From an optimization exercise on the open Yosys and OpenROAD flow, aimed at small area and a short achievable clock period; shortcuts taken in it are not production practice.
At most, simulation tests tie the RTL to the original design; equivalence was not proved.
For run 1, only the layout was checked, not whether the RTL still works.
Power figures rest on the tool's default switching activity, not on a simulated workload.

## flow/design.v (module list and top-level ports; edited modules follow where they fit)
// module CRC32_8gen: 47 lines
// module x2: 3 lines
// module xn2: 3 lines
// module an2: 3 lines
// module ao21: 3 lines
// module add16: 203 lines
// module crc_rest: 1362 lines
// module crc_late: 208 lines
// module PRBS31_Seed_Checker: 124 lines
module PRBS31_Seed_Checker(
    input clock,
    input reset,
    input pulse,
    input [3:0] channel,
    input [15:0] injectErrorCount,
    input [31:0] DataIn,
    output [17:0] shortErrorCount,
    output [127+128:0] dataOut
    );
  // ...
==> flow/flow/run.sh <==
#!/bin/bash
# Layout flow: the standard synthesis unchanged, then the standard layout
# with timing repair aimed at a tighter setup margin (the SDC is unchanged).
set -euo pipefail
bash standard.sh synth > synth.log 2>&1
bash standard.sh SETUP_SLACK_MARGIN=19 finish > layout.log 2>&1
==> flow/standard.sh <==
#!/bin/bash
# synth_recipe.tcl (not shown) runs the flow's synth.tcl, then flattens the netlist and writes it again
# the make line also repeats each setting of config.mk as NAME=value (left out here)
make -C /OpenROAD-flow-scripts/flow DESIGN_CONFIG=/design/flow/config.mk WORK_HOME=/design/flow/orfs CLKGATE_MAP_FILE= SYNTH_SCRIPT=/design/flow/synth_recipe.tcl "${@:-finish}"
==> flow/config.mk <==
export PLATFORM = sky130hd
export DESIGN_NAME = PRBS31_Seed_Checker
export DESIGN_NICKNAME = PRBS31_Seed_Checker
export VERILOG_FILES = /design/flow/design.v
export SDC_FILE = /design/flow/constraint.sdc
export NUM_CORES = 4
export LEC_CHECK = 0
export CAP_MARGIN = 20
export CORE_MARGIN = 2
export CORE_UTILIZATION = 40
export PLACE_DENSITY = 0.6
export SETUP_SLACK_MARGIN = 1.0
export SLEW_MARGIN = 20
export SYNTH_HIERARCHICAL = 1
export SYNTH_MINIMUM_KEEP_SIZE = 0
==> flow/constraint.sdc <==
create_clock -name core_clock -period 25.0 [get_ports {clock}]
set_input_delay 5.0000 -clock core_clock [delete_from_list [all_inputs] [get_ports {clock}]]
set_output_delay 5.0000 -clock core_clock [all_outputs]
set_load 0.01 [all_outputs]
==> metrics.md, run 1 <==
| Metric | Value |
|---|---|
| Net switching power of the design | `958 uW` |
| # IOs | `329` |
| Cts hold-fix bufs | `0` |
| Critical path class | `in -> reg` |
| Synth Area per Inst | `around 9.5 um2` |
| Max Slew Vio Count | `0` |
| Post_cts resized | `1811` |
| Biggest Area Class | `multi-input combinational cells` |
| PortBufs | `328` |
| Drt drc | `0` |
| Highest routed layer | `met4` |
| Worst r2r path cells | `20` |
| Fraction of area in clock buffers and inverters | `0.0418` |
| RSZ-0062 raised after global routing | `yes` |
| Tmin final | `between 6 and 7 ns` |
| Multi-input combinational area share | `0.539` |
| RR Endpoint | `R[30]` |
| Non-clk bufs | `618` |
| Net Sw Frac | `0.371` |
| Max Freq | `roughly 0.14 GHz` |
| Total Routing Usage GR | `0.381` |
| Seq power | `just over 800 uW` |
| Reg power frac | `0.313` |
| Initial antenna violation count | `3` |
| Non-clock inverter count | `55` |
| Die ar. | `approximately 0.08 mm2` |
| Worst vdd ir | `0.0000529 V` |
| Worst-margin pin slew | `1.30 ns` |
| Signal buf overhead | `0.146` |
| Met3 usage | `0.0967` |
| CORE AREA | `0.0757 mm2` |
| Hold worst-path end | `oEC[7]` |
| Die H | `around 280 um` |
| TNS Setup | `0 ns` |
| Worst setup path end | `R[12]` |
| Layout net count | `between 3000 and 4000` |
| Synthesized area | `0.0305 mm2` |
| M2 GR Usage | `0.576` |
| Row cnt | `101` |
| Max FO, Critical Path | `4` |
| Footprint of the multi-input gates | `about 0.022 mm2` |
| CTS tree | `yes` |
| Worst path cell trace | `buf_12 > xor2_4 > a21o_1 > buf_4 > a21o_4 > a21o_4 > xor2_4 > xor2_4 > xor2_4 > xor2_4 > xor2_1 > xor2_1` |
| Run status | `no timing/DRC/antenna violations` |
==> module PRBS31_Seed_Checker, before the edit <==
module PRBS31_Seed_Checker(
    input clock,
    input reset,
    input pulse,
    input [3:0] channel,
    input [15:0] injectErrorCount,
    input [31:0] DataIn,
    output [17:0] shortErrorCount,
    output [127+128:0] dataOut
    );
localparam [31:0] MAGIC = 32'h7009a0b2;
localparam [31:0] SEED  = 32'h1f044a52;
localparam [31:0] QINIT = 32'hffffd000;    
localparam [1:0] IDLE = 2'd0, CHECK = 2'd1, IFS2 = 2'd2, SYNC = 2'd3;
reg [31:0] Dh;           
reg [31:0] DO;           
reg [31:0] DE;           
reg        rd;           
reg        ld;           
reg        sv;           
reg [1:0]  state;
reg [3:0]  cnt;
reg [31:0] Q;            
reg [15:0] NOLD;         
reg        RELINK;
reg [17:0] ECL;          
reg        cy;           
reg        clr_d;        
reg [31:0] R;            
reg [5:0]  popR;         
reg        errR;         
reg        oEF;
reg [3:0]  och;
reg [47:0] oTS;
reg [15:0] omatch;
reg [31:0] oDE, oDO, oBE;
reg [58:0] oEC;
wire [31:0] nxt = {DE[7]^DE[1], DE[31:29]^DE[6:4]^DE[3:1], DE[31:4]^DE[28:1]};
wire [31:0] seeds = rd ? 32'd0 : ld ? SEED : sv ? nxt : DE;
wire [31:0] BE = sv ? (DE ^ DO) : 32'd0;
wire        EF = sv & errR;
wire [47:0] TS = rd ? 48'd0 : oTS + 48'd1;
wire [40:0] ECH = clr_d ? 41'd0 : oEC[58:18] + {40'd0, cy};
wire [58:0] EC = {ECH, ECL};
wire [63:0] Data_reg = {Dh, DO};    
wire        T = |(Data_reg[35:4]^Data_reg[32:1] == Data_reg[63:32]);
wire        magic = (Dh == MAGIC);
wire        anyerr = |diff;
wire        relink = (Q == {16'd0, injectErrorCount});
wire [31:0] diff = seeds ^ Dh;
wire [5:0]  pop = diff[0] + diff[1] + diff[2] + diff[3] + diff[4] + diff[5] + diff[6] + diff[7] + diff[8] + diff[9] + diff[10] + diff[11] + diff[12] + diff[13] + diff[14] + diff[15] + diff[16] + diff[17] + diff[18] + diff[19] + diff[20] + diff[21] + diff[22] + diff[23] + diff[24] + diff[25] + diff[26] + diff[27] + diff[28] + diff[29] + diff[30] + diff[31];
wire [5:0]  count = sv ? popR : 6'd0;
wire [18:0] ecsum = {1'b0, ECL} + {13'd0, count};
wire        clr = pulse | reset;
always @(posedge clock) begin
    Dh <= DataIn;
    DO <= rd ? 32'd0 : Dh;
    popR <= pop;
    errR <= anyerr;
    DE <= seeds;
    rd <= reset;
    ECL <= clr ? 18'd0 : ecsum[17:0];
    cy <= ~clr & ecsum[18];
    clr_d <= clr;
end
always @(posedge clock) begin
    ld <= 1'b0;
    sv <= 1'b0;
    if (reset) begin
        state <= IDLE;
        NOLD <= 16'd0;
        RELINK <= 1'b0;
    end else
    case (state)
    IDLE: begin
        cnt <= 4'd0;
        Q <= QINIT;
        state <= CHECK;
    end
    CHECK: begin
        if (T) begin
            cnt <= cnt + 4'd1;
            if (cnt == 4'd14) state <= IFS2;
        end
    end
    IFS2: begin
        if (magic) begin
            ld <= 1'b1;
            if (~RELINK) NOLD <= ~injectErrorCount;
            else RELINK <= 1'b0;
            state <= SYNC;
        end else if (!T)
            state <= CHECK;
    end
    SYNC: begin
        sv <= 1'b1;
        if (anyerr) Q <= Q + 32'd1;
        if (relink) begin
            state <= IDLE;
            RELINK <= 1'b1;
        end
    end
    endcase
end
wire [223:0] rec = {EF, 4'd0, TS, 16'd0, DE, DO, BE, EC};
wire [15:0] match;
add16 add16_inst(.a(injectErrorCount), .b(NOLD), .s(match));
wire [31:0] crc_r, crc;
crc_rest crc_rest_inst(.d(rec), .y(crc_r));
crc_late crc_late_inst(.r(crc_r), .ch(channel), .m(match), .y(crc));
always @(posedge clock) begin
    R <= crc;
    oEF <= EF;
    och <= channel;
    oTS <= TS;
    omatch <= match;
    oDE <= DE;
    oDO <= DO;
    oBE <= BE;
    oEC <= EC;
end
assign dataOut = {oEF, och, oTS, omatch, oDE, oDO, oBE, oEC, R};
assign shortErrorCount = ECL;
endmodule
==> run 2, diff against run 1 <==
--- a/flow/design.v
+++ b/flow/design.v
@@ -1877,7 +1877,9 @@
 wire [40:0] ECH = clr_d ? 41'd0 : oEC[58:18] + {40'd0, cy};
 wire [58:0] EC = {ECH, ECL};
 wire [63:0] Data_reg = {Dh, DO};    
-wire        T = |(Data_reg[35:4]^Data_reg[32:1] == Data_reg[63:32]);
+wire        z35_5 = ~|Data_reg[35:5];
+wire        eqz   = ~|Data_reg[63:36] & ~|Data_reg[4:1];
+wire        T = ~(z35_5 & (Data_reg[4] == eqz));
 wire        magic = (Dh == MAGIC);
 wire        anyerr = |diff;
 wire        relink = (Q == {16'd0, injectErrorCount});
==> flow/flow/run.sh (replaced) <==
#!/bin/bash
# Layout flow: the standard synthesis unchanged, then the standard layout
# with smaller port buffers and clock buffers, synthesis buffers removed, and
# timing repair aimed at a tighter setup margin (the SDC is unchanged).
set -euo pipefail
bash standard.sh synth > synth.log 2>&1
bash standard.sh SETUP_SLACK_MARGIN=19 REMOVE_ABC_BUFFERS=1 \
  "BUFFER_PORTS_ARGS=-buffer_cell sky130_fd_sc_hd__buf_1" \
  CTS_BUF_LIST=sky130_fd_sc_hd__clkbuf_8 finish > layout.log 2>&1
==> run 2 against run 1 <==
Still clean. Cell area is 2.8% lower. Combinational power decreased by 5%. Die area decreased by 2.6%. Global-route usage rose by 0.86 points. Clock power is essentially flat. Area after synthesis fell by 2.7%. First-iteration DRC count down 10%. Largest power group unchanged.
==> metrics.md, run 2 <==
| Metric | Value |
|---|---|
| CTS sink count | `437` |
| Worst path top cell family by delay | `XOR/XNOR gates` |
| Max Slew Vio Count | `0 (unchanged)` |
| Clock Tree Root | `clkbuf_8` |
| Htree depth | `3` |
| Dpl hpwl | `123 mm` |
| Met3 usage | `0.0799 (-0.0169)` |
| CP arrival | `around 7.5 ns` |
| Final core utilization | `0.534` |
| WL final | `153 mm` |
| Most Used Layer, Global Route | `met2` |
| PortBufs | `328 (unchanged)` |
| Die Wd | `between 200 and 300 um` |
| Die H | `276 um (-1.3%)` |
| First-pass GRT wire length | `between 200 and 250 mm` |
| Antenna viol nets, final | `0` |
| RePlAce Congestion | `~1.1` |
| CORE AREA | `0.0732 mm2 (-3.3%)` |
| Via Count | `24500` |
| Max FO, Critical Path | `5 (+1)` |
| Ys Warns | `7` |
| Largest register FFs | `59` |
| RR Endpoint | `R[1]` |
| DRT iter0 DRCs | `2332` |
| Worst setup EP type | `flop` |
| Final Hold Vio Count | `0` |
| Synth Area per Inst | `9.60 um2 (+0.89%)` |
| CP Depth | `20` |
| Rel. slew slack | `0.164` |
| # IOs | `329 (unchanged)` |
| Worst path most repeated cell | `xor2_1` |
| CTS tree | `yes` |
| Critical Path Start | `cy` |
| Setup ws final | `between 15 and 20 ns` |
| Worst Setup Slack post-DPL | `16.11 ns` |
| Worst r2r path cells | `20 (unchanged)` |
| RSZ-0062 raised after global routing | `yes` |
| Cts hold-fix bufs | `0 (unchanged)` |
| Initial Util | `0.405` |
| Worst R2R Start | `cy` |
| Critical path class | `reg -> reg` |
| Wire per inst | `32.6 um` |
| TNS Setup | `0 ns (unchanged)` |
| Pin count of the biggest net entering global routing | `73` |
| Period utilization | `0.277` |
| Initial antenna violation count | `5 (+2)` |
| MaxCap Viol Count | `0` |
| Pwr/cell area | `64.3 mW/mm2` |
| Met1 usage | `0.508` |
| Grt ovf | `0` |
| Inserted Clock Buffers | `75` |
| Biggest register | `oEC` |
| Total Routing Usage GR | `0.390 (+0.00863)` |
| Die ar. | `0.0763 mm2 (-2.6%)` |
| Hold/Removal Path Class | `reg -> reg` |
| Max clock buf depth | `3` |
| Power Total | `2.51 mW` |
| Mapped Cells | `3089` |
| Layout net count | `3765 (-1.7%)` |
| Run status | `no timing/DRC/antenna violations` |
| Most common library cell in the layout ignoring fill and taps | `xor2_1` |
| Area Overhead vs Synth | `31.9%` |
| Worst path cell trace | `ha_1 > ha_1 > and4_1 > nand2_1 > nor3_1 > and2_1 > nand2_1 > xor2_1 > nor2_1 > xor2_1 > xor2_1 > xor2_1 > xor2_1 > xor2_1 > xor2_1 > xnor2_1 > xor2_1 > xor2_1 > xor2_1 > xor2_1` |
| Synthesized area | `0.0296 mm2 (-2.7%)` |
| Worst-skew pair later-pin latency | `0.71 ns` |
| Leak | `around 21 nW` |
| Biggest regs | `oEC: 59 flops, oTS: 48 flops` |
| Clock slew at reported path FFs | `0.07 ns` |
| M2 GR Usage | `0.599 (+0.0230)` |
| CP Buf/Inv Count | `0` |
| Drt pass-1 iters | `5` |
| Final Skew | `0.0355 ns` |
| Worst vdd ir | `0.0000631 V (+19%)` |
| Startpoint Class | `flop` |
| Tmin final | `6.93 ns (-0.0220 ns)` |
| Most frequent cells in the layout | `1455 x xor2_1, 269 x buf_4, 239 x buf_6, 210 x nor2_1, 176 x dfxtp_2` |
| Hold Slack | `0.488 ns` |
| Max Freq | `0.144 GHz (+0.32%)` |
| Worst-margin pin slew | `1.25 ns (-0.0524 ns)` |
| Vias in the first global route | `24100` |
| Final setup vio count | `0` |
| Row cnt | `99 (-2.0%)` |
| Setup slack, reg-to-reg | `18.07 ns` |
| Crit path largest cell delay | `0.88 ns` |
| CP max stage cell | `xor2_1` |
| Share of layout cells above drive strength 1 | `0.291` |
| Drt drc | `0 (unchanged)` |
| Worst setup path end | `R[1]` |
| Worst EP required | `25.59 ns` |
| Vias per inst | `between 5 and 6` |
run 2: cell count changes in the layout (fill, tap and decap cells not counted), sizes merged, moves of 23 or more:
cell,before,now
nor2,177,216
clkbuf,61,94
clkdlybuf4s50,36,0
xor2,1582,1545
and2,93,58
xnor2,99,122
buf,576,625
run 2: stage by stage:
| step | instances | instance area [um2] |
|---|---|---|
| after CTS | 4647 | 38100 |
| after detailed placement | 4377 | 32300 |
| after global routing | 4683 | 39100 |
| after global placement | 4376 | 32300 |
| after floorplan | 2961 | 28800 |
| final | 4687 | 39100 |
run 2: final cells by class:
class,instances,area [um2]
clock inverters,43,472
multi-input cells,2479,20900
fillers,6604,34100
well taps,959,1200
diodes,5,12.5
flip-flops and latches,437,9560
repair buffers,627,5560
inverters,45,173
clock buffers,92,1270
run 2: worst register-to-register path, stage by stage, from the launching register on:
cell and delay (ns):
dfxtp_1 0.52, ha_1 0.27, ha_1 0.22, and4_1 0.36, nand2_1 0.10, nor3_1 0.36
and2_1 0.34, nand2_1 0.11, xor2_1 0.15, nor2_1 0.36, xor2_1 0.88, xor2_1 0.76
xor2_1 0.24, xor2_1 0.19, xor2_1 0.65, xor2_1 0.17, xnor2_1 0.29, xor2_1 0.24
xor2_1 0.23, xor2_1 0.22, xor2_1 0.18
run 2: how the worst min path moves through the flow:
stage                        from  endpoint  slack [ns]  depth (start not counted)
final                      DO[30]   oDO[30]        0.49                          0
after global routing       DO[30]   oDO[30]        0.51                          0
after CTS                  DO[30]   oDO[30]        0.50                          0
after detailed placement  ECL[10]   oEC[10]        0.47                          0
after global placement     DO[30]   oDO[30]        0.49                          0
after floorplan            DO[23]   oDO[23]        0.40                          0
run 2: metal layers:
layer / part of all wire / vias to the layer above
met5: 0.00018 / -
met4: 0.067 / 4
met3: 0.077 / 357
met2: 0.44 / 1186
met1: 0.42 / 12000
li1: - / 10900
run 2: power breakdown:
group | internal, mW | switching, mW
Sequential | 0.760 | 0.0348
Combinational | 0.391 | 0.567
Clock | 0.432 | 0.329
run 2: timing repair:
item	4_1_cts	5_1_grt
buffers inserted	135	34
pin swaps	58	29
setup endpoints to repair	348	320
cloned	0	1
resized for setup	892	163
==> run 3, diff against run 2 <==
--- a/flow/flow/run.sh
+++ b/flow/flow/run.sh
@@ -4,6 +4,6 @@
 # timing repair aimed at a tighter setup margin (the SDC is unchanged).
 set -euo pipefail
 bash standard.sh synth > synth.log 2>&1
-bash standard.sh SETUP_SLACK_MARGIN=19 REMOVE_ABC_BUFFERS=1 \
+bash standard.sh SETUP_SLACK_MARGIN=18.5 REMOVE_ABC_BUFFERS=1 \
   "BUFFER_PORTS_ARGS=-buffer_cell sky130_fd_sc_hd__buf_1" \
   CTS_BUF_LIST=sky130_fd_sc_hd__clkbuf_8 finish > layout.log 2>&1
==> run 3 against run 2 <==
Setup slack got worse by 0.0043 ns. Area after synthesis unchanged. Count of clock-buffer cells in the layout unchanged. Core utilization fell by 4.1 points. Synthesized cell count unchanged. Register-to-register slack barely moved. Combinational power is 3.5% lower. Sequential share of layout area grew 0.85 points. Flip-flop and latch count unchanged. Final cell count decreased by 2.3%. First-iteration DRC count fell by 5.0%. Critical endpoint unchanged. Largest power group unchanged.
==> metrics.md, run 3 <==
| Metric | Value |
|---|---|
| Via Count | `23800 (-3.0%)` |
| MaxCap Viol Count | `0 (unchanged)` |
| TNS Setup | `0 ns (unchanged)` |
| Clock slew at reported path FFs | `0.06 ns (about the same)` |
| Biggest register | `oEC` |
| CTS sink count | `437 (unchanged)` |
| Die H | `276 um (unchanged)` |
| Pin count of the biggest net entering global routing | `73 (unchanged)` |
| Initial Util | `0.405 (unchanged)` |
| Inserted Clock Buffers | `75 (unchanged)` |
| Synthesized area | `0.0296 mm2 (unchanged)` |
| Mapped Cells | `3089 (unchanged)` |
| Startpoint Class | `flop` |
| Final setup vio count | `0 (unchanged)` |
| Cts hold-fix bufs | `0 (unchanged)` |
| Worst r2r path cells | `20 (unchanged)` |
| Total Routing Usage GR | `0.380 (-0.00990)` |
| Most common library cell in the layout ignoring fill and taps | `xor2_1` |
| Wire per inst | `32.4 um (-0.62%)` |
| Clock Tree Root | `clkbuf_8` |
| Worst EP required | `25.60 ns (about the same)` |
| Tmin final | `6.94 ns (+0.00430 ns)` |
| Leak | `19.0 nW (-9.6%)` |
| Filler cells | `6978 (+5.7%)` |
| Critical path class | `reg -> reg` |
| Largest register FFs | `59 (unchanged)` |
| Antenna viol nets, final | `0 (unchanged)` |
| Grt ovf | `0 (unchanged)` |
| CORE AREA | `0.0732 mm2 (unchanged)` |
| Biggest regs | `oEC: 59 flops, oTS: 48 flops` |
| Row cnt | `99 (unchanged)` |
| Share of layout cells above drive strength 1 | `0.130 (-0.160)` |
| Die ar. | `0.0763 mm2 (unchanged)` |
| Area Overhead vs Synth | `21.7%` |
| Max Freq | `0.144 GHz (about the same)` |
| Rel. slew slack | `0.146 (-0.0179)` |
| Hold/Removal Path Class | `reg -> reg` |
| Htree depth | `3 (unchanged)` |
| Period utilization | `0.278 (about the same)` |
| Final Hold Vio Count | `0 (unchanged)` |
| Layout net count | `3660 (-2.8%)` |
| Worst R2R Start | `cy` |
| Ys Warns | `7 (unchanged)` |
| Max FO, Critical Path | `5 (unchanged)` |
| Worst setup EP type | `flop` |
| Worst vdd ir | `0.0000631 V (about the same)` |
| First-pass GRT wire length | `197 mm (-2.8%)` |
| CP arrival | `7.54 ns (about the same)` |
| Setup ws final | `18.06 ns (-0.00430 ns)` |
| Most frequent cells in the layout | `1448 x xor2_1, 392 x dfxtp_1, 315 x buf_1, 211 x nor2_1, 169 x buf_4` |
| Initial antenna violation count | `3 (-2)` |
| Max clock buf depth | `3 (unchanged)` |
| Worst-margin pin slew | `1.28 ns (+0.0232 ns)` |
| WL final | `149 mm (-2.9%)` |
| CTS tree | `yes` |
| Pwr/cell area | `68.6 mW/mm2 (+6.8%)` |
| Drt drc | `0 (unchanged)` |
| Vias in the first global route | `23200 (-3.8%)` |
| Die Wd | `276 um (unchanged)` |
| Drt pass-1 iters | `6 (+1)` |
| Hold Path Depth | `0 (unchanged)` |
| Max Slew Vio Count | `0 (unchanged)` |
| PortBufs | `328 (unchanged)` |
| Hold_sp | `ECL[10]` |
| Worst Setup Slack post-DPL | `16.11 ns (unchanged)` |
| Vias per inst | `5.19 (-0.69%)` |
| RSZ-0062 raised after global routing | `yes` |
| # IOs | `329 (unchanged)` |
| Hold worst-path end | `oEC[10]` |
| Synth Area per Inst | `9.60 um2 (unchanged)` |
| DRT iter0 DRCs | `2215 (-5.0%)` |
| Final Skew | `0.0317 ns (-0.00377 ns)` |
| Worst-skew pair later-pin latency | `0.70 ns (about the same)` |
| Dpl hpwl | `123 mm (unchanged)` |
| RePlAce Congestion | `1.06 (unchanged)` |
| RR Endpoint | `R[1]` |
| Setup slack, reg-to-reg | `18.06 ns (about the same)` |
| Run status | `no timing/DRC/antenna violations` |
[run 3: how the worst max path moves through the flow]
stage               endpoint  slack, ns  depth (start not counted)                start
global route           R[13]      17.98                         12  injectErrorCount[4]
detailed placement      R[4]      16.11                         13  injectErrorCount[6]
global placement        R[4]      16.08                         13  injectErrorCount[6]
floorplan               R[4]      17.00                         11  injectErrorCount[7]
CTS                     R[8]      18.18                         12  injectErrorCount[4]
finish                  R[1]      18.06                         20                   cy
[run 3: timing repair]
item / in CTS / in global routing
pin swaps: 55 / 26
endpoints found under the setup margin: 41 / 34
cloned: 0 / 0
buffers inserted: 49 / 15
resized for setup: 171 / 63
[run 3: layout make-up]
type,count,area [um2],area share
multi-input cells,2479,20900,0.578
flip-flops and latches,437,9130,0.253
repair buffers,522,2970,0.0824
clock buffers,92,1270,0.0351
well taps,959,1200,0.0333
clock inverters,43,472,0.0131
inverters,45,169,0.00468
diodes,3,7.51,0.000208
[run 3: worst max-delay path, stage by stage (launching register included)]
cell and delay, ns:
dfxtp_1 0.52, ha_1 0.27, ha_1 0.23, and4_1 0.37, nand2_1 0.11, nor3_1 0.36
and2_1 0.33, nand2_1 0.10, xor2_1 0.15, nor2_1 0.36, xor2_1 0.83, xor2_1 0.73
xor2_1 0.22, xor2_1 0.18, xor2_1 0.69, xor2_1 0.17, xnor2_1 0.34, xor2_1 0.21
xor2_1 0.29, xor2_2 0.18, xor2_1 0.17
[run 3: routing by layer]
metal	vias up	global-route usage	routed length, um
li1	10700	-	-
met1	11600	0.505	63900
met2	1114	0.580	64000
met3	332	0.0767	11200
met4	2	0.204	9430
met5	-	0	12
[run 3: metrics by stage]
step | utilization | hold slack [ns] | instance area [um2] | instances | total power [mW]
after floorplan | - | 0.403 | 28800 | 2961 | 1.39
after global placement | 0.441 | 0.489 | 32300 | 4376 | 1.65
after detailed placement | 0.441 | 0.472 | 32300 | 4377 | 1.65
after CTS | 0.484 | 0.456 | 35500 | 4561 | 2.44
after global routing | 0.493 | 0.469 | 36100 | 4578 | 2.58
final | 0.493 | 0.460 | 36100 | 4580 | 2.48
[run 3: where the power goes]
group / internal, mW / switching (mW)
Clock: 0.432 / 0.328
Combinational: 0.359 / 0.565
Sequential: 0.762 / 0.0310
==> run 4, diff against run 3 <==
--- a/flow/flow/run.sh
+++ b/flow/flow/run.sh
@@ -4,6 +4,6 @@
 # timing repair aimed at a tighter setup margin (the SDC is unchanged).
 set -euo pipefail
 bash standard.sh synth > synth.log 2>&1
-bash standard.sh SETUP_SLACK_MARGIN=18.5 REMOVE_ABC_BUFFERS=1 \
+bash standard.sh SETUP_SLACK_MARGIN=18 REMOVE_ABC_BUFFERS=1 \
   "BUFFER_PORTS_ARGS=-buffer_cell sky130_fd_sc_hd__buf_1" \
   CTS_BUF_LIST=sky130_fd_sc_hd__clkbuf_8 finish > layout.log 2>&1
--- a/flow/config.mk
+++ b/flow/config.mk
@@ -7,8 +7,8 @@
 export LEC_CHECK = 0
 export CAP_MARGIN = 20
 export CORE_MARGIN = 2
-export CORE_UTILIZATION = 40
-export PLACE_DENSITY = 0.6
+export CORE_UTILIZATION = 65
+export PLACE_DENSITY = 0.8
 export SETUP_SLACK_MARGIN = 1.0
 export SLEW_MARGIN = 20
 export SYNTH_HIERARCHICAL = 1
==> run 4 against run 3 <==
Non-clock buffer count decreased by 66. Clock power decreased by 7.0%. Critical path type is now in -> reg. Still clean. Hold slack improved by 0.036 ns. Highest routed layer unchanged. Count of clock-buffer cells in the layout decreased by 7.
==> metrics.md, run 4 <==
| Metric | Value |
|---|---|
| Run status | `no timing/DRC/antenna violations` |
| Max clock buf depth | `3 (unchanged)` |
| Worst path top cell family by delay | `XOR/XNOR gates` |
| CP max stage cell | `xor2_4` |
| First-pass GRT wire length | `181 mm (-8.5%)` |
| Worst-skew pair later-pin latency | `0.72 ns (+0.02 ns)` |
| Row cnt | `78 (-21%)` |
| Pwr/cell area | `70.1 mW/mm2 (+2.2%)` |
| Worst-margin pin slew | `1.31 ns (+0.0314 ns)` |
| Pin count of the biggest net entering global routing | `73 (unchanged)` |
| Drt pass-1 iters | `10 (+4)` |
| # IOs | `329 (unchanged)` |
| Final Hold Vio Count | `0 (unchanged)` |
| Dpl hpwl | `99.9 mm (-19%)` |
| Clock slew at reported path FFs | `0.07 ns (about the same)` |
| Max Slew Vio Count | `0 (unchanged)` |
| Drt drc | `0 (unchanged)` |
| Placed Cells | `3970 (-9.3%)` |
| Rel. slew slack | `0.126 (-0.0207)` |
| Die H | `218 um (-21%)` |
| Largest register FFs | `59 (unchanged)` |
| Die Wd | `218 um (-21%)` |
| Ys Warns | `7 (unchanged)` |
| Worst EP required | `25.60 ns (about the same)` |
| Max Freq | `0.138 GHz (-4.4%)` |
| Worst setup EP type | `flop` |
| CORE AREA | `0.0452 mm2 (-38%)` |
| Period utilization | `0.290 (+0.0128)` |
| CTS tree | `yes` |
| Final setup vio count | `0 (unchanged)` |
| Setup slack, reg-to-reg | `17.74 ns (-0.32 ns)` |
| WL final | `136 mm (-8.4%)` |
| Crit path largest cell delay | `0.58 ns (-0.25 ns)` |
| Hold/Removal Path Class | `reg -> reg` |
| Initial Util | `0.656 (+0.251)` |
| Tmin final | `7.26 ns (+0.319 ns)` |
| Layout net count | `3589 (-1.9%)` |
| Most frequent cells in the layout | `1478 x xor2_1, 399 x dfxtp_1, 313 x buf_1, 213 x nor2_1, 125 x buf_4` |
| CTS sink count | `437 (unchanged)` |
| Worst path cell trace | `buf_4 > xor2_4 > a21o_1 > a21o_1 > a21o_4 > buf_4 > xor2_4 > xor2_4 > xor2_1 > xor2_1 > xor2_1 > xor2_1` |
| Vias per inst | `6.40 (+24%)` |
| Filler cells | `3042 (-56%)` |
| DRT iter0 DRCs | `4115 (+86%)` |
| Synthesized area | `0.0296 mm2 (unchanged)` |
| CP Buf/Inv Count | `2 (+2)` |
| Layout Cells excl Fill | `4147 (-9.5%)` |
| Inserted Clock Buffers | `70 (-6.7%)` |
| Biggest register | `oEC` |
| Area Overhead vs Synth | `16.5%` |
| Initial antenna violation count | `4 (+1)` |
| Antenna viol nets, final | `0 (unchanged)` |
| Die ar. | `0.0473 mm2 (-38%)` |
| Final Skew | `0.0433 ns (+0.0116 ns)` |
| Worst path most repeated cell | `xor2_1` |
| Clock Tree Root | `clkbuf_8` |
| Most common library cell in the layout ignoring fill and taps | `xor2_1` |
| RSZ-0062 raised after global routing | `yes` |
| Mapped Cells | `3089 (unchanged)` |
| Worst vdd ir | `0.000152 V (+140%)` |
| Critical path class | `in -> reg` |
| Leak | `18.5 nW (-2.6%)` |
| MaxCap Viol Count | `0 (unchanged)` |
| Wire per inst | `32.8 um (+1.2%)` |
| Share of layout cells above drive strength 1 | `0.102 (-0.0283)` |
| TNS Setup | `0 ns (unchanged)` |
| Max FO, Critical Path | `4 (-1)` |
| Htree depth | `3 (unchanged)` |
| Grt ovf | `0 (unchanged)` |
| Hold Slack | `0.497 ns (+0.0363 ns)` |
| RePlAce Congestion | `1.33 (+25%)` |
| Startpoint Class | `input pin` |
| PortBufs | `328 (unchanged)` |
| CP arrival | `7.86 ns (+0.32 ns)` |
| Via Count | `26600 (+12%)` |
| Biggest regs | `oEC: 59 flops, oTS: 48 flops` |
| Total Routing Usage GR | `0.547 (+0.167)` |
| Cts hold-fix bufs | `0 (unchanged)` |
| Synth Area per Inst | `9.60 um2 (unchanged)` |
| Vias in the first global route | `25000 (+8.0%)` |
## run 4: area by class of cell
class | count | area (um2) | share of cell area
Inverter | 45 | 169 | 0.00489
Multi-Input combinational cell | 2479 | 20600 | 0.596
Clock buffer | 85 | 1170 | 0.0339
Timing Repair Buffer | 456 | 2340 | 0.0679
Sequential cell | 437 | 9110 | 0.264
Clock inverter | 41 | 418 | 0.0121
Antenna cell | 4 | 10.0 | 0.000290
Tap cell | 600 | 751 | 0.0217
## run 4: path summary, 6_finish.rpt
kind	startpoint	depth (start not counted)	endpoint
min reg2reg	DO[31]	0	oDO[31]
max reg2reg	cy	22	R[5]
min	DO[31]	0	oDO[31]
max	injectErrorCount[2]	12	R[6]
## run 4: through the flow
step / total power [mW] / utilization / setup slack, ns / cell area (um2)
after CTS: 2.33 / 0.749 / 17.98 / 33800
after floorplan: 1.39 / - / 17.00 / 28800
after global placement: 1.58 / 0.695 / 16.15 / 31400
after global routing: 2.49 / 0.764 / 17.48 / 34500
after detailed placement: 1.62 / 0.696 / 16.02 / 31400
final: 2.42 / 0.765 / 17.74 / 34600
## run 4: repair_timing
item	CTS	global route
buffers inserted	27	19
resized for setup	72	105
hold endpoints to repair	0	0
endpoints found under the setup margin	30	29
cloned	0	0
pin swaps	22	51
## run 4: power breakdown
group / switching, mW / total, mW / leakage, nW / internal (mW)
clock: 0.321 / 0.707 / 0.871 / 0.386
sequential: 0.0361 / 0.798 / 3.57 / 0.762
combinational: 0.572 / 0.918 / 14.1 / 0.346
## run 4: layer usage
layer | track usage | vias to the layer above | wire length, um
met5 | 0.0271 | - | 282
met4 | 0.420 | 10 | 13900
met3 | 0.285 | 826 | 20900
met2 | 0.757 | 2527 | 53600
met1 | 0.632 | 12600 | 47300
li1 | - | 10600 | -
==> run 5, diff against run 4 <==
--- a/flow/config.mk
+++ b/flow/config.mk
@@ -7,8 +7,8 @@
 export LEC_CHECK = 0
 export CAP_MARGIN = 20
 export CORE_MARGIN = 2
-export CORE_UTILIZATION = 65
-export PLACE_DENSITY = 0.8
+export CORE_UTILIZATION = 50
+export PLACE_DENSITY = 0.7
 export SETUP_SLACK_MARGIN = 1.0
 export SLEW_MARGIN = 20
 export SYNTH_HIERARCHICAL = 1
==> run 5 against run 4 <==
Flip-flop and latch count unchanged. Core utilization shrank 18 points. Non-clock buffer count increased by 26. Critical path depth up 1. Area after synthesis unchanged. First-iteration DRC count is 32% lower. Count of clock-buffer cells in the layout up 2.
==> metrics.md, run 5 <==
| Metric | Value |
|---|---|
| Worst EP required | `25.59 ns (about the same)` |
| Drt drc | `0 (unchanged)` |
| CP Buf/Inv Count | `2 (unchanged)` |
| Total Routing Usage GR | `0.451 (-0.0963)` |
| Antenna viol nets, final | `0 (unchanged)` |
| Rel. slew slack | `0.153 (+0.0277)` |
| Layout net count | `3619 (+0.84%)` |
| Startpoint Class | `input pin` |
| Worst path top cell family by delay | `XOR/XNOR gates` |
| Mapped Cells | `3089 (unchanged)` |
| Max Freq | `0.144 GHz (+4.3%)` |
| Die H | `248 um (+14%)` |
| CTS tree | `yes` |
| Row cnt | `89 (+14%)` |
| Pwr/cell area | `67.4 mW/mm2 (-3.9%)` |
| Initial Util | `0.504 (-0.152)` |
| Hold/Removal Path Class | `reg -> reg` |
| Wire per inst | `32.2 um (-1.8%)` |
| Footprint of the multi-input gates | `0.0204 mm2 (-0.99%)` |
| # IOs | `329 (unchanged)` |
| Final Hold Vio Count | `0 (unchanged)` |
| Cts hold-fix bufs | `0 (unchanged)` |
| Synthesized area | `0.0296 mm2 (unchanged)` |
| CORE AREA | `0.0588 mm2 (+30%)` |
| RSZ-0062 raised after global routing | `yes` |
| Largest register FFs | `59 (unchanged)` |
| Vias in the first global route | `22900 (-8.4%)` |
| Most common library cell in the layout ignoring fill and taps | `xor2_1` |
| TNS Setup | `0 ns (unchanged)` |
| Via Count | `24100 (-9.1%)` |
| Grt ovf | `0 (unchanged)` |
| CP max stage cell | `xor2_4` |
| RePlAce Congestion | `1.08 (-18%)` |
| Period utilization | `0.278 (-0.0119)` |
| Htree depth | `3 (unchanged)` |
| Clock Tree Root | `clkbuf_8` |
| Drt pass-1 iters | `6 (-4)` |
| Area Overhead vs Synth | `16.7%` |
| Most frequent cells in the layout | `1487 x xor2_1, 399 x dfxtp_1, 314 x buf_1, 215 x nor2_1, 150 x buf_4` |
| Biggest regs | `oEC: 59 flops, oTS: 48 flops` |
| CP arrival | `7.55 ns (-0.31 ns)` |
| First-pass GRT wire length | `186 mm (+3.0%)` |
| Max FO, Critical Path | `4 (unchanged)` |
| DRT iter0 DRCs | `2809 (-32%)` |
| Worst-skew pair later-pin latency | `0.69 ns (-0.03 ns)` |
| Max Slew Vio Count | `0 (unchanged)` |
| Pin count of the biggest net entering global routing | `73 (unchanged)` |
| WL final | `140 mm (+3.1%)` |
| Tmin final | `6.96 ns (-0.298 ns)` |
| Run status | `no timing/DRC/antenna violations` |
| Die ar. | `0.0613 mm2 (+29%)` |
| FF/Latch Area | `0.00911 mm2 (unchanged)` |
| Share of layout cells above drive strength 1 | `0.102 (-0.000104)` |
| Power Total | `2.33 mW (-3.8%)` |
| Worst path cell trace | `clkbuf_4 > xor2_4 > a21o_1 > a21o_1 > a21o_4 > a21o_1 > xor2_4 > xor2_1 > buf_4 > xor2_4 > xor2_4 > xor2_1 > xor2_1` |
| Max clock buf depth | `3 (unchanged)` |
| Worst path most repeated cell | `xor2_4` |
| Dpl hpwl | `115 mm (+15%)` |
| MaxCap Viol Count | `0 (unchanged)` |
| PortBufs | `328 (unchanged)` |
| Ys Warns | `7 (unchanged)` |
| Inserted Clock Buffers | `74 (+5.7%)` |
| CTS sink count | `437 (unchanged)` |
| Worst vdd ir | `0.0000888 V (-42%)` |
| Crit path largest cell delay | `0.25 ns (-0.33 ns)` |
| Final Skew | `0.0443 ns (+0.00105 ns)` |
| Final setup vio count | `0 (unchanged)` |
| Die Wd | `248 um (+14%)` |
| Synth Area per Inst | `9.60 um2 (unchanged)` |
| Leak | `18.6 nW (+0.27%)` |
| Initial antenna violation count | `5 (+1)` |
| Worst-margin pin slew | `1.27 ns (-0.0413 ns)` |
| Worst setup EP type | `flop` |
| Filler cells | `5190 (+71%)` |
| Vias per inst | `5.55 (-13%)` |
| Clock slew at reported path FFs | `0.06 ns (about the same)` |
| Hold Slack | `0.367 ns (-0.130 ns)` |
| Biggest register | `oEC` |
| Critical path class | `in -> reg` |
-- run 5: final timing paths --
kind / startpoint / endpoint / slack, ns / cells after the start
hold / removal: ECL[15] / oEC[15] / 0.37 / 0
setup reg to reg: oTS[0] / R[25] / 18.14 / 21
hold reg to reg: ECL[15] / oEC[15] / 0.37 / 0
setup / recovery: injectErrorCount[4] / R[13] / 18.04 / 13
-- run 5: what timing repair did --
item,in CTS,in global routing
setup buffers,21,8
gates resized for setup,71,40
pin swaps,21,19
endpoints found under the setup margin,29,24
-- run 5: final cells by class --
| cell class | instances | share of cell area |
|---|---|---|
| clock inverters | 46 | 0.00951 |
| inverters | 45 | 0.00488 |
| clock buffers | 87 | 0.0346 |
| diodes | 5 | 0.000362 |
| flip-flops and latches | 437 | 0.263 |
| repair buffers | 482 | 0.0707 |
| well taps | 773 | 0.0279 |
| multi-input cells | 2479 | 0.589 |
-- run 5: power by group --
group	switching [mW]	internal (mW)	total [mW]	leakage [nW]
registers	0.0317	0.762	0.794	3.57
clock network	0.313	0.353	0.667	0.862
logic	0.535	0.337	0.872	14.2
total	0.880	1.45	2.33	18.6
-- run 5: worst register-to-register path, delay by kind of cell, from the launching register on --
kind                       cells  cell delay, ns
adders and majority gates      1            0.23
xor gates and xnor gates      14            4.58
and+or+nand+nor                6            1.56
DFF                            1            0.41
-- run 5: stage by stage --
step | instances | worst slack, ns | utilization | area (um2)
CTS | 4340 | 17.98 | 0.582 | 34200
global route | 4350 | 17.93 | 0.588 | 34600
global placement | 4186 | 16.08 | 0.544 | 32000
detailed placement | 4186 | 16.04 | 0.544 | 32000
floorplan | 2961 | 17.00 | - | 28800
finish | 4354 | 18.04 | 0.589 | 34600
-- run 5: metal layers --
layer	GRT usage	up-vias	wire length, um
li1	-	10600	-
met1	0.595	11700	57500
met2	0.657	1463	58500
met3	0.111	379	13700
met4	0.284	2	10600
met5	0	-	13
==> run 6, diff against run 5 <==
--- a/flow/config.mk
+++ b/flow/config.mk
@@ -7,8 +7,9 @@
 export LEC_CHECK = 0
 export CAP_MARGIN = 20
 export CORE_MARGIN = 2
-export CORE_UTILIZATION = 50
-export PLACE_DENSITY = 0.7
+export CORE_UTILIZATION = 40
+export GPL_TIMING_DRIVEN = 0
+export PLACE_DENSITY = 0.6
 export SETUP_SLACK_MARGIN = 1.0
 export SLEW_MARGIN = 20
 export SYNTH_HIERARCHICAL = 1
==> run 6 against run 5 <==
Critical path type is now reg -> reg. Highest routed layer unchanged. Non-clock buffer count is 108 lower. Cell area is 0.13% higher. Flip-flop and latch count unchanged. Clock skew down 0.00061 ns. Die area is 25% higher. Sequential share of layout area about the same. Final cell count grew 1.9%. Still clean on timing, DRC and antenna. Critical endpoint is now R[23]. Largest cell class unchanged.
==> metrics.md, run 6 <==
| Metric | Value |
|---|---|
| Vias in the first global route | `22500 (-1.8%)` |
| Via Count | `23200 (-3.9%)` |
| Pwr/cell area | `70.0 mW/mm2 (+3.9%)` |
| CP arrival | `7.60 ns (+0.05 ns)` |
| Leak | `18.2 nW (-2.2%)` |
| Hold Path Depth | `1 (+1)` |
| Inserted Clock Buffers | `76 (+2.7%)` |
| RSZ-0062 raised after global routing | `yes` |
| Row cnt | `99 (+11%)` |
| Tmin final | `7.01 ns (+0.0509 ns)` |
| Layout net count | `3513 (-2.9%)` |
| Biggest regs | `oEC: 59 flops, oTS: 48 flops` |
| Reg power frac | `0.328 (-0.012)` |
| RR Endpoint | `R[23]` |
| Power Total | `2.43 mW (+4.0%)` |
| Htree depth | `3 (unchanged)` |
| Die H | `276 um (+12%)` |
| Synth Area per Inst | `9.60 um2 (unchanged)` |
| Hold_sp | `Dh[10]` |
| Hold worst-path end | `DO[10]` |
| Area Overhead vs Synth | `16.9%` |
| RePlAce Congestion | `1.12 (+3.6%)` |
| Startpoint Class | `flop` |
| Max clock buf depth | `3 (unchanged)` |
| PortBufs | `328 (unchanged)` |
| MaxCap Viol Count | `0 (unchanged)` |
| DRT iter0 DRCs | `2406 (-14%)` |
| Critical path class | `reg -> reg` |
| # IOs | `329 (unchanged)` |
| Ys Warns | `7 (unchanged)` |
| Initial antenna violation count | `5 (unchanged)` |
| Final Skew | `0.0437 ns (-0.000607 ns)` |
| Max Slew Vio Count | `0 (unchanged)` |
| Worst-skew pair later-pin latency | `0.69 ns (about the same)` |
| Most common library cell in the layout ignoring fill and taps | `xor2_1` |
| Worst EP required | `25.58 ns (about the same)` |
| TNS Setup | `0 ns (unchanged)` |
| Biggest register | `oEC` |
| Drt pass-1 iters | `5 (-1)` |
| Final Hold Vio Count | `0 (unchanged)` |
| Most frequent cells in the layout | `1472 x xor2_1, 397 x dfxtp_1, 313 x buf_1, 203 x nor2_1, 122 x xnor2_1` |
| Wire per inst | `32.0 um (-0.81%)` |
| Worst R2R Start | `oTS[0]` |
| Mapped Cells | `3089 (unchanged)` |
| Worst-margin pin slew | `1.30 ns (+0.0379 ns)` |
| CORE AREA | `0.0732 mm2 (+25%)` |
| Setup slack, reg-to-reg | `17.99 ns (-0.15 ns)` |
| Rel. slew slack | `0.123 (-0.0304)` |
| Clock power share | `0.312 (+0.026)` |
| Synthesized area | `0.0296 mm2 (unchanged)` |
| Die ar. | `0.0763 mm2 (+25%)` |
| CTS tree | `yes` |
| Antenna viol nets, final | `0 (unchanged)` |
| Initial Util | `0.405 (-0.0993)` |
| Total Routing Usage GR | `0.362 (-0.0882)` |
| Hold Slack | `0.499 ns (+0.132 ns)` |
| Comb power frac | `0.360 (-0.014)` |
| Net Sw Frac | `0.368 (-0.00967)` |
| First-pass GRT wire length | `189 mm (+1.9%)` |
| Vias per inst | `5.23 (-5.6%)` |
| Max Freq | `0.143 GHz (-0.73%)` |
| Run status | `no timing/DRC/antenna violations` |
| Max FO, Critical Path | `5 (+1)` |
| Clock Tree Root | `clkbuf_8` |
| Clock slew at reported path FFs | `0.06 ns (about the same)` |
| Pin count of the biggest net entering global routing | `73 (unchanged)` |
| Die Wd | `276 um (+12%)` |
| Worst setup EP type | `flop` |
| Net switching power of the design | `892 uW (+1.4%)` |
| Internal | `1.53 mW (+5.6%)` |
| Worst r2r path cells | `18 (-14%)` |
| Grt ovf | `0 (unchanged)` |
| Dpl hpwl | `116 mm (+0.68%)` |
| Worst vdd ir | `0.0000508 V (-43%)` |
| Period utilization | `0.280 (+0.00204)` |
| Hold/Removal Path Class | `reg -> reg` |
| WL final | `142 mm (+1.1%)` |
| Drt drc | `0 (unchanged)` |
| CTS sink count | `437 (unchanged)` |
| Largest register FFs | `59 (unchanged)` |
| Final setup vio count | `0 (unchanged)` |
| Share of layout cells above drive strength 1 | `0.0870 (-0.0151)` |
[run 6: layer usage]
layer / track usage / part of all wire / vias to the layer above
met5: 0 / 0.000078 / -
met4: 0.216 / 0.071 / 2
met3: 0.0670 / 0.074 / 373
met2: 0.551 / 0.43 / 1228
met1: 0.479 / 0.43 / 11200
li1: - / - / 10400
[run 6: worst max path at each step]
stage	endpoint	cells after the start	slack (ns)	from
finish	R[23]	18	17.99	oTS[0]
global route	R[30]	21	17.92	cy
CTS	R[18]	20	18.00	oTS[5]
detailed placement	R[24]	12	15.65	injectErrorCount[9]
global placement	R[18]	15	14.50	sv
floorplan	R[4]	11	17.00	injectErrorCount[7]
[run 6: what timing repair did]
item                                    CTS  global route
setup buffers                            24            17
hold endpoints to repair                  0             0
resized for setup                        90            61
endpoints found under the setup margin   32            26
pin swaps                                24            20
hold buffers                              0             0
[run 6: cell type report]
type | count | area [um2]
Antenna cell | 4 | 10.0
Clock buffer | 92 | 1270
Clock inverter | 46 | 497
Fill cell | 7015 | 38600
Inverter | 45 | 170
Multi-Input combinational cell | 2479 | 20700
Sequential cell | 437 | 9120
Tap cell | 959 | 1200
Timing Repair Buffer | 374 | 1740
[run 6: through the flow]
stage          worst slack, ns  area (um2)  std cells  utilization
3_5_place_dp             15.65       31500       4253        0.430
6_report                 17.99       34700       4436        0.473
3_3_place_gp             14.50       31300       4248        0.427
4_1_cts                  18.00       34100       4415        0.466
5_1_grt                  17.92       34600       4433        0.473
2_1_floorplan            17.00       28800       2961            -
[run 6: worst max-delay path: stages (launching register included)]
cell,delay [ns]
dfxtp_1,0.43
ha_1,0.24
and4_1,0.29
and4_4,0.33
nand3_1,0.11
xor2_1,0.15
nor2_1,0.84
xor2_1,0.55
xor2_1,0.70
xor2_2,0.61
xor2_1,0.78
xor2_1,0.36
xor2_1,0.23
xor2_1,0.19
xor2_1,0.21
xor2_1,0.27
xor2_1,0.23
xor2_1,0.22
xor2_1,0.18
[run 6: power groups by stage]
stage,Clock (mW),Sequential [mW],Combinational (mW)
2_1_floorplan,0,0.815,0.576
4_1_cts,0.769,0.795,0.850
3_5_place_dp,0,0.810,0.832
5_1_grt,0.799,0.799,0.946
3_3_place_gp,0,0.813,0.824
6_report,0.757,0.796,0.873
==> run 7, diff against run 6 <==
--- a/flow/config.mk
+++ b/flow/config.mk
@@ -8,7 +8,6 @@
 export CAP_MARGIN = 20
 export CORE_MARGIN = 2
 export CORE_UTILIZATION = 40
-export GPL_TIMING_DRIVEN = 0
 export PLACE_DENSITY = 0.6
 export SETUP_SLACK_MARGIN = 1.0
 export SLEW_MARGIN = 20
==> run 7 against run 6 <==
Count of clock-buffer cells in the layout unchanged. Critical path depth is 4 lower. Still clean. Clock skew shrank 0.0052 ns. Routed wire length is 3.9% higher. First-iteration DRC count fell by 9.4%. Die area stayed put.
==> metrics.md, run 7 <==
| Metric | Value |
|---|---|
| Run status | `no timing/DRC/antenna violations` |
| Vias per inst | `5.18 (-0.98%)` |
| Worst r2r path cells | `20 (+2)` |
| Setup slack, reg-to-reg | `18.11 ns (+0.12 ns)` |
| Final Hold Vio Count | `0 (unchanged)` |
| RePlAce Congestion | `1.06 (-5.4%)` |
| Max FO, Critical Path | `4 (-1)` |
| Internal | `1.53 mW (about the same)` |
| Layout net count | `3630 (+3.3%)` |
| MaxCap Viol Count | `0 (unchanged)` |
| Max Slew Vio Count | `0 (unchanged)` |
| Drt pass-1 iters | `8 (+3)` |
| Die H | `276 um (unchanged)` |
| Worst R2R Start | `oTS[0]` |
| Dpl hpwl | `123 mm (+5.7%)` |
| Drt drc | `0 (unchanged)` |
| Synthesized area | `0.0296 mm2 (unchanged)` |
| Reg power frac | `0.325 (-0.003)` |
| CP arrival | `7.52 ns (-0.08 ns)` |
| Pin count of the biggest net entering global routing | `73 (unchanged)` |
| Total Routing Usage GR | `0.377 (+0.0142)` |
| Vias in the first global route | `22900 (+1.6%)` |
| Final Skew | `0.0386 ns (-0.00518 ns)` |
| Area Overhead vs Synth | `18.6%` |
| First-pass GRT wire length | `196 mm (+3.3%)` |
| Die Wd | `276 um (unchanged)` |
| Net switching power of the design | `903 uW (+1.2%)` |
| Worst EP required | `25.60 ns (+0.02 ns)` |
| Worst-skew pair later-pin latency | `0.71 ns (+0.02 ns)` |
| Pwr/cell area | `69.3 mW/mm2 (-1.0%)` |
| Filler cells | `7096 (+1.2%)` |
| Final setup vio count | `0 (unchanged)` |
| CTS tree | `yes` |
| PortBufs | `328 (unchanged)` |
| Comb power frac | `0.363 (+0.003)` |
| Worst vdd ir | `0.0000631 V (+24%)` |
| WL final | `147 mm (+3.9%)` |
| Rel. slew slack | `0.138 (+0.0149)` |
| Tmin final | `6.92 ns (-0.0917 ns)` |
| Initial antenna violation count | `2 (-3)` |
| Critical path class | `in -> reg` |
| Wire per inst | `32.4 um (+1.4%)` |
| Clock slew at reported path FFs | `0.06 ns (about the same)` |
| Startpoint Class | `input pin` |
| Antenna viol nets, final | `0 (unchanged)` |
| Biggest regs | `oEC: 59 flops, oTS: 48 flops` |
| CORE AREA | `0.0732 mm2 (unchanged)` |
| Leak | `18.8 nW (+3.2%)` |
| RSZ-0062 raised after global routing | `yes` |
| Worst setup EP type | `flop` |
| Largest register FFs | `59 (unchanged)` |
| Max Freq | `0.145 GHz (+1.3%)` |
| Most frequent cells in the layout | `1489 x xor2_1, 399 x dfxtp_1, 315 x buf_1, 213 x nor2_1, 159 x buf_4` |
| Die ar. | `0.0763 mm2 (unchanged)` |
| Grt ovf | `0 (unchanged)` |
| Cts hold-fix bufs | `0 (unchanged)` |
| Worst-margin pin slew | `1.29 ns (-0.0147 ns)` |
| # IOs | `329 (unchanged)` |
| RR Endpoint | `R[1]` |
| DRT iter0 DRCs | `2180 (-9.4%)` |
| Biggest register | `oEC` |
| Share of layout cells above drive strength 1 | `0.107 (+0.0198)` |
| Hold Path Depth | `1 (unchanged)` |
| Hold_sp | `Dh[3]` |
| Inserted Clock Buffers | `75 (-1.3%)` |
| Power Total | `2.44 mW (+0.43%)` |
| Clock power share | `0.312 (about the same)` |
| Htree depth | `3 (unchanged)` |
| Hold/Removal Path Class | `reg -> reg` |
| Max clock buf depth | `3 (unchanged)` |
| Row cnt | `99 (unchanged)` |
| Synth Area per Inst | `9.60 um2 (unchanged)` |
| Initial Util | `0.405 (unchanged)` |
| CTS sink count | `437 (unchanged)` |
| Clock Tree Root | `clkbuf_8` |
| TNS Setup | `0 ns (unchanged)` |
| Via Count | `23600 (+1.5%)` |
| Ys Warns | `7 (unchanged)` |
| Layout Cells excl Fill | `4549 (+2.5%)` |
| Hold worst-path end | `DO[3]` |
| Net Sw Frac | `0.371 (+0.00284)` |
| Placed Cells | `4377 (+2.9%)` |
| Most common library cell in the layout ignoring fill and taps | `xor2_1` |
| Period utilization | `0.277 (-0.00367)` |
| Mapped Cells | `3089 (unchanged)` |
==> run 7: worst max-delay path, cell delays in order <==
cell and delay (ns):
clkbuf_4 0.16, and2_4 0.17, a21o_1 0.19, a21o_1 0.18, a21o_1 0.15, a21o_1 0.16
xor2_1 0.19, buf_4 0.21, xor2_4 0.22, buf_12 0.15, xor2_4 0.20, xor2_2 0.21
xor2_1 0.18, xor2_1 0.14
==> run 7: final cells by class <==
class,count,area (um2),share of cell area
multi-input combinational,2479,20300,0.579
sequential,437,9110,0.259
timing repair buffer,492,2590,0.0737
clock buffer,92,1270,0.0360
tap,959,1200,0.0341
clock inverter,43,472,0.0134
inverter,45,169,0.00480
antenna,2,5.00,0.000142
==> run 7: worst max path at each step <==
stage	startpoint	end	slack (ns)
final	injectErrorCount[9]	R[8]	18.08
after global routing	injectErrorCount[1]	R[9]	17.95
after CTS	injectErrorCount[13]	R[9]	18.00
after detailed placement	injectErrorCount[6]	R[4]	16.11
after global placement	injectErrorCount[6]	R[4]	16.08
after floorplan	injectErrorCount[7]	R[4]	17.00
==> run 7: power groups by stage <==
stage | logic [mW] | clock network (mW) | registers (mW)
2_1_floorplan | 0.576 | 0 | 0.815
3_3_place_gp | 0.842 | 0 | 0.808
3_5_place_dp | 0.845 | 0 | 0.808
4_1_cts | 0.862 | 0.767 | 0.793
5_1_grt | 0.952 | 0.799 | 0.796
6_report | 0.885 | 0.760 | 0.793
==> run 7: layer usage <==
layer  vias to the layer above  track usage  routed length [um]
li1                      10700            -                   -
met1                     11400        0.498               63400
met2                      1156        0.571               63400
met3                       311       0.0834               11400
met4                         2        0.204                9070
met5                         -            0                  17
==> run 7: metrics by stage <==
step	utilization	instance area, um2	hold slack [ns]	worst slack, ns
after floorplan	-	28800	0.403	17.00
after global placement	0.441	32300	0.489	16.08
after detailed placement	0.441	32300	0.472	16.11
after CTS	0.473	34700	0.498	18.00
after global routing	0.480	35200	0.514	17.95
final	0.480	35200	0.504	18.08
==> run 7: what timing repair did <==
| item | 4_1_cts | 5_1_grt |
|---|---|---|
| pin swaps | 12 | 33 |
| setup buffers | 16 | 19 |
| endpoints found under the setup margin | 29 | 24 |
| resized for setup | 61 | 76 |
==> run 8, diff against run 7 <==
==> flow/flow/run.sh (replaced) <==
#!/bin/bash
# Layout flow: the standard synthesis unchanged, then the standard layout
# with smaller port buffers and clock buffers, synthesis buffers removed,
# free gate sizing, and timing repair aimed at a tighter setup margin (the
# SDC is unchanged).
set -euo pipefail
bash standard.sh synth > synth.log 2>&1
bash standard.sh SETUP_SLACK_MARGIN=18 REMOVE_ABC_BUFFERS=1 MATCH_CELL_FOOTPRINT=0 \
  "BUFFER_PORTS_ARGS=-buffer_cell sky130_fd_sc_hd__buf_1" \
  CTS_BUF_LIST=sky130_fd_sc_hd__clkbuf_8 finish > layout.log 2>&1
==> run 8 against run 7 <==
Still clean. Clock skew down 0.0051 ns. Cell area down 0.14%. Flip-flop and latch count is the same. Hold slack worse by 0.00090 ns. Synthesized cell count did not move. Register-to-register slack lost 0.06 ns. Highest routed layer unchanged.
==> metrics.md, run 8 <==
| Metric | Value |
|---|---|
| Worst-skew pair later-pin latency | `0.71 ns (about the same)` |
| Htree depth | `3 (unchanged)` |
| CTS tree | `yes` |
| Die ar. | `0.0763 mm2 (unchanged)` |
| RR Endpoint | `R[1]` |
| Setup ws final | `18.03 ns (-0.0498 ns)` |
| Pin count of the biggest net entering global routing | `73 (unchanged)` |
| Worst-margin pin slew | `1.28 ns (-0.0107 ns)` |
| CTS sink count | `437 (unchanged)` |
| Vias per inst | `5.18 (about the same)` |
| Most common library cell in the layout ignoring fill and taps | `xor2_1` |
| Worst vdd ir | `0.0000631 V (about the same)` |
| Layout net count | `3624 (-0.17%)` |
| Period utilization | `0.279 (+0.00199)` |
| Synthesized area | `0.0296 mm2 (unchanged)` |
| Filler cells | `7095 (-0.014%)` |
| Worst r2r path cells | `20 (unchanged)` |
| Hold/Removal Path Class | `reg -> reg` |
| Rel. slew slack | `0.145 (+0.00716)` |
| TNS Setup | `0 ns (unchanged)` |
| Worst path most repeated cell | `xor2_1` |
| Worst EP required | `25.64 ns (+0.04 ns)` |
| CP Depth | `11 (-3)` |
| Mapped Cells | `3089 (unchanged)` |
| RePlAce Congestion | `1.06 (unchanged)` |
| Inserted Clock Buffers | `75 (unchanged)` |
| Power Total | `2.43 mW (-0.11%)` |
| Die Wd | `276 um (unchanged)` |
| Antenna viol nets, final | `0 (unchanged)` |
| Die H | `276 um (unchanged)` |
| Dpl hpwl | `123 mm (unchanged)` |
| Initial antenna violation count | `2 (unchanged)` |
| Final setup vio count | `0 (unchanged)` |
| Pwr/cell area | `69.3 mW/mm2 (about the same)` |
| Leak | `18.7 nW (-0.16%)` |
| CP Buf/Inv Count | `1 (-2)` |
| Share of layout cells above drive strength 1 | `0.106 (-0.000659)` |
| Max FO, Critical Path | `4 (unchanged)` |
| Ys Warns | `7 (unchanged)` |
| Clock slew at reported path FFs | `0.06 ns (about the same)` |
| WL final | `147 mm (about the same)` |
| Max clock buf depth | `3 (unchanged)` |
| Worst path top cell family by delay | `XOR/XNOR gates` |
| Drt drc | `0 (unchanged)` |
| Setup slack, reg-to-reg | `18.05 ns (-0.06 ns)` |
| Worst R2R Start | `oTS[0]` |
| Clock Tree Root | `clkbuf_8` |
| CP max stage cell | `xor2_2` |
| FF/Latch Area | `0.00911 mm2 (unchanged)` |
| Worst Setup Slack post-DPL | `16.11 ns (unchanged)` |
| PortBufs | `328 (unchanged)` |
| First-pass GRT wire length | `196 mm (about the same)` |
| CP arrival | `7.61 ns (+0.09 ns)` |
| Biggest regs | `oEC: 59 flops, oTS: 48 flops` |
| RSZ-0062 raised after global routing | `yes` |
| Drt pass-1 iters | `7 (-1)` |
| Critical path class | `in -> reg` |
| Final Skew | `0.0335 ns (-0.00508 ns)` |
| Critical Path Start | `injectErrorCount[2]` |
| Area Overhead vs Synth | `18.4%` |
| Row cnt | `99 (unchanged)` |
| Wire per inst | `32.4 um (about the same)` |
| MaxCap Viol Count | `0 (unchanged)` |
| Synth Area per Inst | `9.60 um2 (unchanged)` |
| Grt ovf | `0 (unchanged)` |
| Most frequent cells in the layout | `1487 x xor2_1, 399 x dfxtp_1, 315 x buf_1, 213 x nor2_1, 154 x buf_4` |
| Total Routing Usage GR | `0.377 (about the same)` |
| Worst setup EP type | `flop` |
| Final Hold Vio Count | `0 (unchanged)` |
| Worst path cell trace | `clkbuf_2 > xor2_2 > a21o_1 > a21o_1 > a21o_1 > xor2_2 > xor2_2 > xor2_1 > xor2_1 > xor2_1 > xor2_1` |
| DRT iter0 DRCs | `2099 (-3.7%)` |
| Max Slew Vio Count | `0 (unchanged)` |
| Tmin final | `6.97 ns (+0.0498 ns)` |
| Crit path largest cell delay | `0.46 ns (+0.24 ns)` |
| Footprint of the multi-input gates | `0.0204 mm2 (about the same)` |
| Vias in the first global route | `22900 (+0.017%)` |
| Max Freq | `0.143 GHz (-0.71%)` |
| Largest register FFs | `59 (unchanged)` |
| Run status | `no timing/DRC/antenna violations` |
| Initial Util | `0.405 (unchanged)` |
| # IOs | `329 (unchanged)` |
| Biggest register | `oEC` |
| Worst setup path end | `R[6]` |
| Via Count | `23500 (-0.14%)` |
| CORE AREA | `0.0732 mm2 (unchanged)` |
| Startpoint Class | `input pin` |
[run 8: stage by stage]
step / util / hold WS (ns) / cells / area [um2]
2_1_floorplan: - / 0.403 / 2961 / 28800
3_3_place_gp: 0.441 / 0.489 / 4376 / 32300
3_5_place_dp: 0.441 / 0.472 / 4377 / 32300
4_1_cts: 0.474 / 0.498 / 4529 / 34700
5_1_grt: 0.480 / 0.514 / 4542 / 35100
6_report: 0.480 / 0.503 / 4544 / 35100
[run 8: worst min path at each step]
stage               slack, ns  depth (start not counted)    start      end
detailed placement       0.47                          0  ECL[10]  oEC[10]
finish                   0.50                          0   DO[30]  oDO[30]
CTS                      0.50                          0  ECL[10]  oEC[10]
global route             0.51                          0   DO[30]  oDO[30]
global placement         0.49                          0   DO[30]  oDO[30]
floorplan                0.40                          0   DO[23]  oDO[23]
[run 8: where the power goes]
group          internal [mW]  leakage, nW  switching (mW)
Clock                  0.432        0.957           0.326
Combinational          0.339         14.2           0.545
Sequential             0.762         3.57          0.0307
[run 8: timing repair]
item / CTS / global route
gates resized for setup: 61 / 82
pin swaps: 12 / 34
buffers inserted: 17 / 12
hold buffers: 0 / 0
endpoints found under the setup margin: 29 / 24
[run 8: worst register-to-register path: cells and delay by family, from the launching register on]
family	cells	cell delay (ns)
buffers and inverters	1	0.28
flip-flops	1	0.42
AO/OA/AOI/OAI	1	0.13
XOR/XNOR	11	4.22
AND/OR/NAND/NOR	6	1.56
adder cells (fa/ha/maj)	1	0.25
[run 8: area by class of cell]
type,count,share of cell area
Antenna cell,3,0.000214
Clock buffer,92,0.0361
Clock inverter,43,0.0134
Inverter,45,0.00481
Multi-Input combinational cell,2479,0.580
Sequential cell,437,0.260
Tap cell,959,0.0342
Timing Repair Buffer,486,0.0721
[run 8: layer usage]
| layer | vias to the layer above | wire length, um | GRT usage |
|---|---|---|---|
| met4 | 2 | 9150 | 0.204 |
| li1 | 10600 | - | - |
| met2 | 1162 | 63200 | 0.571 |
| met1 | 11400 | 63500 | 0.498 |
| met3 | 325 | 11400 | 0.0834 |
| met5 | - | 17 | 0 |
==> run 9, diff against run 8 <==
--- a/flow/flow/run.sh
+++ b/flow/flow/run.sh
@@ -5,6 +5,6 @@
 # SDC is unchanged).
 set -euo pipefail
 bash standard.sh synth > synth.log 2>&1
-bash standard.sh SETUP_SLACK_MARGIN=18 REMOVE_ABC_BUFFERS=1 MATCH_CELL_FOOTPRINT=0 \
+bash standard.sh SETUP_SLACK_MARGIN=19 REMOVE_ABC_BUFFERS=1 MATCH_CELL_FOOTPRINT=0 \
   "BUFFER_PORTS_ARGS=-buffer_cell sky130_fd_sc_hd__buf_1" \
   CTS_BUF_LIST=sky130_fd_sc_hd__clkbuf_8 finish > layout.log 2>&1
==> run 9 against run 8 <==
Largest power group unchanged. Count of clock-buffer cells in the layout stayed put. Die area stayed put. Sequential power hardly changed. Clock skew is 0.0013 ns lower. Core utilization is 5.5 points higher. Non-clock buffer count is 140 higher. Critical path type unchanged. Synthesized cell count stayed put. Sequential share of layout area is 1.5 points lower.
==> metrics.md, run 9 <==
| Metric | Value |
|---|---|
| Run status | `no timing/DRC/antenna violations` |
| Max FO, Critical Path | `4 (unchanged)` |
| Clock Tree Root | `clkbuf_8` |
| Initial Util | `0.405 (unchanged)` |
| Pwr/cell area | `64.4 mW/mm2 (-7.1%)` |
| Most frequent cells in the layout | `1448 x xor2_1, 268 x buf_4, 240 x buf_6, 209 x nor2_1, 176 x dfxtp_2` |
| Mapped Cells | `3089 (unchanged)` |
| Dpl hpwl | `123 mm (unchanged)` |
| Worst-skew pair later-pin latency | `0.71 ns (about the same)` |
| CTS sink count | `437 (unchanged)` |
| Initial antenna violation count | `4 (+2)` |
| CP arrival | `7.54 ns (-0.07 ns)` |
| Max Freq | `0.144 GHz (+0.61%)` |
| WL final | `154 mm (+4.3%)` |
| Final Skew | `0.0322 ns (-0.00129 ns)` |
| Worst-margin pin slew | `1.23 ns (-0.0444 ns)` |
| Critical path class | `in -> reg` |
| Leak | `21.0 nW (+12%)` |
| Critical Path Start | `injectErrorCount[1]` |
| Rel. slew slack | `0.177 (+0.0318)` |
| First-pass GRT wire length | `202 mm (+3.4%)` |
| Die Wd | `276 um (unchanged)` |
| Setup slack, reg-to-reg | `18.14 ns (+0.09 ns)` |
| Biggest regs | `oEC: 59 flops, oTS: 48 flops` |
| RePlAce Congestion | `1.06 (unchanged)` |
| RSZ-0062 raised after global routing | `yes` |
| Htree depth | `3 (unchanged)` |
| PortBufs | `328 (unchanged)` |
| Grt ovf | `0 (unchanged)` |
| Drt pass-1 iters | `8 (+1)` |
| Period utilization | `0.277 (-0.00170)` |
| RR Endpoint | `R[1]` |
| Area Overhead vs Synth | `32.0%` |
| Hold/Removal Path Class | `reg -> reg` |
| DRT iter0 DRCs | `2163 (+3.0%)` |
| Via Count | `24500 (+4.1%)` |
| Share of layout cells above drive strength 1 | `0.292 (+0.186)` |
| Row cnt | `99 (unchanged)` |
| # IOs | `329 (unchanged)` |
| Pin count of the biggest net entering global routing | `73 (unchanged)` |
| Largest register FFs | `59 (unchanged)` |
| Die H | `276 um (unchanged)` |
| TNS Setup | `0 ns (unchanged)` |
| CTS tree | `yes` |
| Clock slew at reported path FFs | `0.07 ns (about the same)` |
| Biggest register | `oEC` |
| Max clock buf depth | `3 (unchanged)` |
| Wire per inst | `32.8 um (+1.2%)` |
| Most common library cell in the layout ignoring fill and taps | `xor2_1` |
| Synth Area per Inst | `9.60 um2 (unchanged)` |
| Final Hold Vio Count | `0 (unchanged)` |
| Worst R2R Start | `cy` |
| Startpoint Class | `input pin` |
| Placed cell areas | `0.0323 mm2 (unchanged)` |
| Total Routing Usage GR | `0.389 (+0.0121)` |
| Worst r2r path cells | `20 (unchanged)` |
| Post-Layout Inst Area | `0.0391 mm2 (+11%)` |
| Worst setup path end | `R[13]` |
| CORE AREA | `0.0732 mm2 (unchanged)` |
| Worst vdd ir | `0.0000631 V (about the same)` |
| Final setup vio count | `0 (unchanged)` |
| Vias per inst | `5.23 (+1.0%)` |
| Tmin final | `6.93 ns (-0.0424 ns)` |
| Max Slew Vio Count | `0 (unchanged)` |
| Ys Warns | `7 (unchanged)` |
| Worst setup EP type | `flop` |
| MaxCap Viol Count | `0 (unchanged)` |
| Inserted Clock Buffers | `75 (unchanged)` |
| Worst EP required | `25.61 ns (-0.03 ns)` |
| Drt drc | `0 (unchanged)` |
| Antenna viol nets, final | `0 (unchanged)` |
==> run 9: stage by stage <==
step	utilization	std cells	worst slack [ns]	power (mW)	hold WS (ns)
4_1_cts	0.517	4638	18.18	2.47	0.503
2_1_floorplan	-	2961	17.00	1.39	0.403
6_report	0.535	4684	18.07	2.52	0.495
5_1_grt	0.534	4682	17.97	2.63	0.511
3_3_place_gp	0.441	4376	16.08	1.65	0.489
3_5_place_dp	0.441	4377	16.11	1.65	0.472
==> run 9: timing repair <==
item / CTS / global route
setup buffers: 126 / 42
endpoints found under the setup margin: 348 / 319
pin swaps: 55 / 36
gates resized for setup: 1158 / 192
cloned: 0 / 1
hold buffers: 0 / 0
==> run 9: final cells by class <==
type                       instances  area [um2]
clock inverter                    43         472
inverter                          45         173
multi-input combinational       2479       20900
clock buffer                      92        1270
tap                              959        1200
sequential                       437        9560
fill                            6601       34100
timing repair buffer             626        5530
antenna                            3        7.51
==> run 9: metal layers <==
layer / track usage / up-vias / part of all wire / wire length, um
met5: 0 / - / 0 / 0
li1: - / 10900 / - / -
met2: 0.601 / 1231 / 0.44 / 67100
met4: 0.216 / 0 / 0.068 / 10400
met1: 0.509 / 12000 / 0.42 / 64500
met3: 0.0766 / 373 / 0.075 / 11500
==> run 9: where the power goes <==
| group | internal [mW] | total (mW) | leakage [nW] | switching (mW) |
|---|---|---|---|---|
| registers | 0.760 | 0.795 | 3.69 | 0.0351 |
| clock network | 0.432 | 0.763 | 0.957 | 0.331 |
| logic | 0.391 | 0.961 | 16.4 | 0.571 |
| total | 1.58 | 2.52 | 21.0 | 0.937 |
==> run 9: how the worst min path moves through the flow <==
stage,from,end,slack (ns),depth (start not counted)
final,DO[30],oDO[30],0.50,0
after global routing,DO[30],oDO[30],0.51,0
after CTS,DO[30],oDO[30],0.50,0
after detailed placement,ECL[10],oEC[10],0.47,0
after global placement,DO[30],oDO[30],0.49,0
after floorplan,DO[23],oDO[23],0.40,0
==> run 9: critical path, stage by stage <==
cell and delay [ns]:
buf_12 0.11, and2_4 0.16, a21o_1 0.20, a21o_1 0.19, a21o_1 0.18, a21o_1 0.23
xor2_4 0.22, xor2_4 0.30, xor2_4 0.28, xor2_4 0.25, xor2_1 0.23, xor2_1 0.18
